This design comes from an exercise in tuning for small area and a short achievable clock period on the open sky130 flow, not from production work. In this exercise RTL edits were held to simulation tests only and were not proved equivalent to the original.

Design cpu, start of the top module:
module cpu( 
    input clk,                           
    input RST,                           
    output [23:0] AB,                    
    output sync,                         
    input [7:0] DI,                      
    output reg [7:0] DO,                 
    output WE,                           
    input IRQ,                           
    input NMI,                           
    input RDY,                           
    input debug );                       
 parameter
    SYNC  = 6'd0,
    IMM0  = 6'd1,
    PHA0  = 6'd2,
    PLA0  = 6'd3,
    ZPG0  = 6'd4,
    DATA  = 6'd5,
    ABS0  = 6'd6,
    ABS1  = 6'd7,
    BRA0  = 6'd8,
    JSR0  = 6'd9,
    JSR1  = 6'd10,
    JSR2  = 6'd11,
    RTS0  = 6'd12,
    RTS1  = 6'd13,
    RTS2  = 6'd14,
    JMP0  = 6'd15,
    JMP1  = 6'd16,
    IDX0  = 6'd17,
    IDX1  = 6'd18,
    IDX2  = 6'd19,
    BRK0  = 6'd20,
    BRK1  = 6'd21,
    BRK2  = 6'd22,
    BRK3  = 6'd23,
  ...
Size in the first run: roughly 3100 cells after synthesis, about 220 flip-flops, about 48 I/O pins.
make LEC_CHECK=0 ABC_AREA=1 CAP_MARGIN=20 CORE_MARGIN=2 CORE_UTILIZATION=40 CTS_BUF_LIST=sky130_fd_sc_hd__clkbuf_8 CTS_CLUSTER_DIAMETER=60 CTS_CLUSTER_SIZE=14 PLACE_DENSITY=0.6 SETUP_SLACK_MARGIN=4 SLEW_MARGIN=20 TNS_END_PERCENT=0 finish   # period 11.0 ns
run.sh (not shown) runs the stock make flow with config.mk's settings and CLKGATE_MAP_FILE= SYNTH_SCRIPT=/design/flow/synth_recipe.tcl, a recipe that flattens the netlist after the stock synthesis.
Then changed:
Settings changed: SETUP_SLACK_MARGIN 4 to 3.8, TNS_END_PERCENT 0 to default.
Cell area barely changes.
Clock skew goes down by 5.4 ps.
Setup slack got worse by 110 ps.
Then changed:
Settings changed: ABC_AREA 1 to 0, CTS_CLUSTER_DIAMETER 60 to default, CTS_CLUSTER_SIZE 14 to default, SETUP_SLACK_MARGIN 3.8 to 4.
The changed run produced a clean layout.
Register-to-register slack gets worse by 250 ps.
Sequential cell count does not change.
Worst setup slack got worse by 64 ps.
Global-route usage came out lower by 1.5 points.
Final area came out higher by 1.1%.
Then changed:
Settings changed: ABC_AREA 0 to 1, ABC_CLOCK_PERIOD_IN_PS from default to 8500, CTS_CLUSTER_DIAMETER from default to 60, CTS_CLUSTER_SIZE from default to 14.
After rerunning: The changed run finished with timing, DRC and antenna clean. Worst setup slack gets better by 240 ps. Utilization decreases by 0.74 points. Via count rises by about 13%. Wire length went up by about 8%. Non-clock buffer count goes down by 49. Worst hold slack is worse by 55 ps. Area after synthesis rises by 1.4%. Fmax climbs by about 3.5%. Global-route usage came out higher by 1.8 points. Final area fell by about 0.8%.

Setup of run 1:
Starting RTL as in the previous note.
Settings: LEC_CHECK=0, ABC_AREA=1, CAP_MARGIN=20, CORE_MARGIN=2, CORE_UTILIZATION=40, CTS_BUF_LIST=sky130_fd_sc_hd__clkbuf_8, CTS_CLUSTER_DIAMETER=70, CTS_CLUSTER_SIZE=16, PLACE_DENSITY=0.6, SETUP_SLACK_MARGIN=4, SLEW_MARGIN=20; clock period 11.0 ns.
The final layout from run 1, which completed every stage, passed the timing, DRC and antenna checks at the end of the flow.
Edits applied to the flow inputs when going from run 1 to run 2:
# run 1
export LEC_CHECK = 0
export ABC_AREA = 1
export CAP_MARGIN = 20
export CORE_MARGIN = 2
export CORE_UTILIZATION = 40
export CTS_BUF_LIST = sky130_fd_sc_hd__clkbuf_8
export CTS_CLUSTER_DIAMETER = 70
export CTS_CLUSTER_SIZE = 16
export PLACE_DENSITY = 0.6
export SETUP_SLACK_MARGIN = 4
export SLEW_MARGIN = 20
create_clock -name core_clock -period 11.0 [get_ports {clk}]
# run 2
export LEC_CHECK = 0
export ABC_AREA = 1
export CAP_MARGIN = 20
export CORE_MARGIN = 2
export CORE_UTILIZATION = 40
export CTS_BUF_LIST = sky130_fd_sc_hd__clkbuf_8
export CTS_CLUSTER_DIAMETER = 60
export CTS_CLUSTER_SIZE = 14
export GPL_ROUTABILITY_DRIVEN = 0
export PLACE_DENSITY = 0.6
export SETUP_SLACK_MARGIN = 4
export SLEW_MARGIN = 20
create_clock -name core_clock -period 11.0 [get_ports {clk}]
--- outcome ---
Taking run 1 as the reference, in run 2 headroom to the max-slew limit grew by 3.7 points, number of inserted filler cells in the final layout shrank by about 1.8%.
For buffers inserted during post-CTS setup optimization, dividing the value from run 1 by the value from run 2 gives 1.10.
NOTE: shortest period the worst path allows in run 2 falls short of that of run 1
Compared with run 1, run 2 shows depth of the most critical reg-to-reg path that has gone down by more than 10%.
Fraction of final layout cells with drive strength greater than 1 in run 2 vs run 1: up 0.50 points
The following lists how run 3 was set up differently from run 2:
# run 2
export LEC_CHECK = 0
export ABC_AREA = 1
export CAP_MARGIN = 20
export CORE_MARGIN = 2
export CORE_UTILIZATION = 40
export CTS_BUF_LIST = sky130_fd_sc_hd__clkbuf_8
export CTS_CLUSTER_DIAMETER = 60
export CTS_CLUSTER_SIZE = 14
export GPL_ROUTABILITY_DRIVEN = 0
export PLACE_DENSITY = 0.6
export SETUP_SLACK_MARGIN = 4
export SLEW_MARGIN = 20
create_clock -name core_clock -period 11.0 [get_ports {clk}]
# run 3
export LEC_CHECK = 0
export ABC_AREA = 1
export CAP_MARGIN = 20
export CORE_MARGIN = 2
export CORE_UTILIZATION = 40
export CTS_BUF_LIST = sky130_fd_sc_hd__clkbuf_8
export PLACE_DENSITY = 0.7
export SETUP_SLACK_MARGIN = 4
export SLEW_MARGIN = 20
create_clock -name core_clock -period 11.0 [get_ports {clk}]
Findings:
Clock buffer count in the final layout (run 2 / run 3): 0.62. Run 3 ends up with a global-route met2 utilization that is 1.1 points higher than in run 2. Run 3 ends up with a post-cts resize count that is 14% lower than in run 2. Delta (run 3 minus run 2): post-layout instance area decreased by 210 um^2 relative to the old numbers, half-perimeter wire length after placement decreased by about 0.8% relative to the old numbers, layout overhead on the synthesized area decreased by 1.0 points relative to the old numbers.
Inputs modified between run 3 and run 4:
# run 3
export LEC_CHECK = 0
export ABC_AREA = 1
export CAP_MARGIN = 20
export CORE_MARGIN = 2
export CORE_UTILIZATION = 40
export CTS_BUF_LIST = sky130_fd_sc_hd__clkbuf_8
export PLACE_DENSITY = 0.7
export SETUP_SLACK_MARGIN = 4
export SLEW_MARGIN = 20
create_clock -name core_clock -period 11.0 [get_ports {clk}]
# run 4
export LEC_CHECK = 0
export ABC_AREA = 1
export CAP_MARGIN = 20
export CORE_MARGIN = 2
export CORE_UTILIZATION = 40
export CTS_BUF_LIST = sky130_fd_sc_hd__clkbuf_8
export CTS_CLUSTER_DIAMETER = 60
export CTS_CLUSTER_SIZE = 14
export PLACE_DENSITY = 0.6
export SETUP_SLACK_MARGIN = 4.3
export SLEW_MARGIN = 20
create_clock -name core_clock -period 11.0 [get_ports {clk}]
[summary]
Run 4 against run 3: measured slew at the worst slew-check pin fell by 0.049 ns. Compared run 4 vs run 3, and final worst-path cycle share is down in run 4. When run 4 is set beside run 3, its wire length turns out to be about 7% larger. Compared to run 3, run 4 shows a wider setup margin.

Another version of the RTL of cpu (not shown whole).
Size in the first run: ~2500 cells after synthesis, roughly 210 flip-flops.
// cpu
module cpu( 
    input clk,                           
    input RST,                           
    output [23:0] AB,                    
    output sync,                         
    input [7:0] DI,                      
    output reg [7:0] DO,                 
    output WE,                           
    input IRQ,                           
    input NMI,                           
    input RDY,                           
    input debug );
==> flow/config.mk <==
export PLATFORM = sky130hd
export DESIGN_NAME = cpu
export DESIGN_NICKNAME = cpu
export VERILOG_FILES = /design/flow/design.v
export SDC_FILE = /design/flow/constraint.sdc
export NUM_CORES = 4
export LEC_CHECK = 0
export CAP_MARGIN = 20
export CORE_MARGIN = 2
export CORE_UTILIZATION = 40
export PLACE_DENSITY = 0.6
export SETUP_SLACK_MARGIN = 4
export SLEW_MARGIN = 20
==> flow/constraint.sdc <==
create_clock -name core_clock -period 11.0 [get_ports {clk}]
set_input_delay 2.2000 -clock core_clock [delete_from_list [all_inputs] [get_ports {clk}]]
set_output_delay 2.2000 -clock core_clock [all_outputs]
set_load 0.01 [all_outputs]
standard.sh (not shown) runs the stock make flow with config.mk's settings and CLKGATE_MAP_FILE= SYNTH_SCRIPT=/design/flow/synth_recipe.tcl, a recipe that flattens the netlist after the stock synthesis.
==> flow/flow/run.sh <==
#!/bin/bash
# The standard ORFS layout, with the data pins placed together on one edge.
set -euo pipefail
bash standard.sh IO_CONSTRAINTS="$PWD/flow/io.tcl" finish > make_finish.log 2>&1
==> flow/flow/io.tcl <==
# keep the data pins together on the bottom edge, next to the address logic
set_io_pin_constraint -region bottom:* -pin_names {AB[0] AB[1] AB[2] AB[3] AB[4] AB[5] AB[6] AB[7] AB[8] AB[9] AB[10] AB[11] AB[12] AB[13] AB[14] AB[15] AB[16] AB[17] AB[18] AB[19] AB[20] AB[21] AB[22] AB[23] DI[0] DI[1] DI[2] DI[3] DI[4] DI[5] DI[6] DI[7] DO[0] DO[1] DO[2] DO[3] DO[4] DO[5] DO[6] DO[7] WE sync}
The first run completed without violations.
Then changed:
==> flow/run.sh (new file) <==
#!/bin/bash
# synth_recipe.tcl (not shown) runs the flow's synth.tcl, then flattens the netlist and writes it again
# the make line also repeats each setting of config.mk as NAME=value (left out here)
make -C /OpenROAD-flow-scripts/flow DESIGN_CONFIG=/design/flow/config.mk WORK_HOME=/design/flow/orfs CLKGATE_MAP_FILE= SYNTH_SCRIPT=/design/flow/synth_recipe.tcl finish
Settings changed: CTS_BUF_LIST from default to sky130_fd_sc_hd__clkbuf_8.
removed: flow/flow/run.sh
removed: flow/flow/io.tcl
removed: flow/standard.sh
Sequential share of layout area grows by 0.43 points.
Non-clock buffer count shrinks by 28.
Via count grows by 0.40%.
Count of clock-buffer cells in the layout grows by 11.
Core utilization shrinks by 0.83 points.
Sequential cell count is unchanged.
Then changed:
Settings changed: ABC_AREA from default to 1, CAP_MARGIN 20 to 5, SLEW_MARGIN 20 to 5.
Result:
- utilization falls by 0.63 points
- first-iteration DRC count drops by 5.5%
- setup slack is better by 150 ps
- clock-buffer cell count stays the same
- synthesized cell count came out higher by 27%
- sequential share of layout area went down by 0.30 points
- wire length rises by 7.6%
Then changed:
Settings changed: CAP_MARGIN 5 to 20, SLEW_MARGIN 5 to 20.
=>
- The changed run ran to the end with no violations
- area after synthesis does not change
- clock-buffer cell count stays the same
- final area is about the same
- utilization stays flat
- flip-flop and latch count does not change
Then changed:
Settings changed: ABC_AREA 1 to default, CORE_UTILIZATION 40 to 65, CTS_BUF_LIST sky130_fd_sc_hd__clkbuf_8 to default, PLACE_DENSITY 0.6 to 0.75.
Result: Synthesized cell count goes down by 21%. Final cell count drops by 25%. Worst setup slack gets worse by 320 ps. Routed wire length came out lower by 9.0%. Hold slack gains 22 ps. Clock-buffer cell count is lower by 6. Die area shrinks by 39%. Register-to-register slack is worse by 80 ps. Critical path depth decreases by 5.

what the ideal ports hide:
In the flow no input, the clock included, has a driving cell. The finished layouts below were timed again as built, in two steps.
Step 1 (the two cells are an assumption about what drives the block):
set clk [get_ports {clk}]
set_driving_cell -lib_cell sky130_fd_sc_hd__clkbuf_16 $clk
set_driving_cell -lib_cell sky130_fd_sc_hd__buf_2 [delete_from_list [all_inputs] $clk]
Step 2 adds t to the input delays and takes it off the output delays; t is the mean of the earliest and latest rising clock arrival at the registers after step 1. Input paths then give back, and output paths get back, about the clock's delay inside the block.
Slacks: ideal ports / drivers / drivers and shift; pairs: ideal ports / drivers.
| run | t, ns | setup WS [ns] | worst setup path at the end | cell pins on the clock port's net |
|---|---|---|---|---|
| the first run of note 1 | 0.700 | 4.056 / 4.030 / 4.030 | input to output | 1 |
| the second run of note 1 | 0.699 | 3.951 / 3.930 / 3.930 | input to output | 1 |
| the third run of note 1 | 0.667 | 3.887 / 3.863 / 3.863 | input to output | 1 |
| the fourth run of note 1 | 0.696 | 4.127 / 4.107 / 4.107 | input to output | 1 |
| run 1 | 0.681 | 4.111 / 4.089 / 4.089 | input to output | 1 |
| run 2 | 0.686 | 4.126 / 4.097 / 4.097 | input to output | 1 |
| run 3 | 0.682 | 4.015 / 3.987 / 3.987 | input to output | 1 |
| run 4 | 0.697 | 4.221 / 4.183 / 4.183 | input to output | 1 |
| the first run of note 3 | 0.625 | 3.734 / 3.703 / 3.703 | input to output | 1 |
| the second run of note 3 | 0.679 | 3.846 / 3.815 / 3.815 | input to output | 1 |
| the third run of note 3 | 0.674 | 3.997 / 3.965 / 3.965 | input to output | 1 |
| the fourth run of note 3 | 0.676 | 3.994 / 3.963 / 3.963 | input to output | 1 |
| the fifth run of note 3 | 0.597 | 3.676 / 3.629 / 3.629 | input to output | 1 |
After both steps every run listed still meets setup and hold. The setup slack of the fifth run of note 3, which loses most, moves by -0.047 ns with the drivers and by -0.047 ns with both steps.
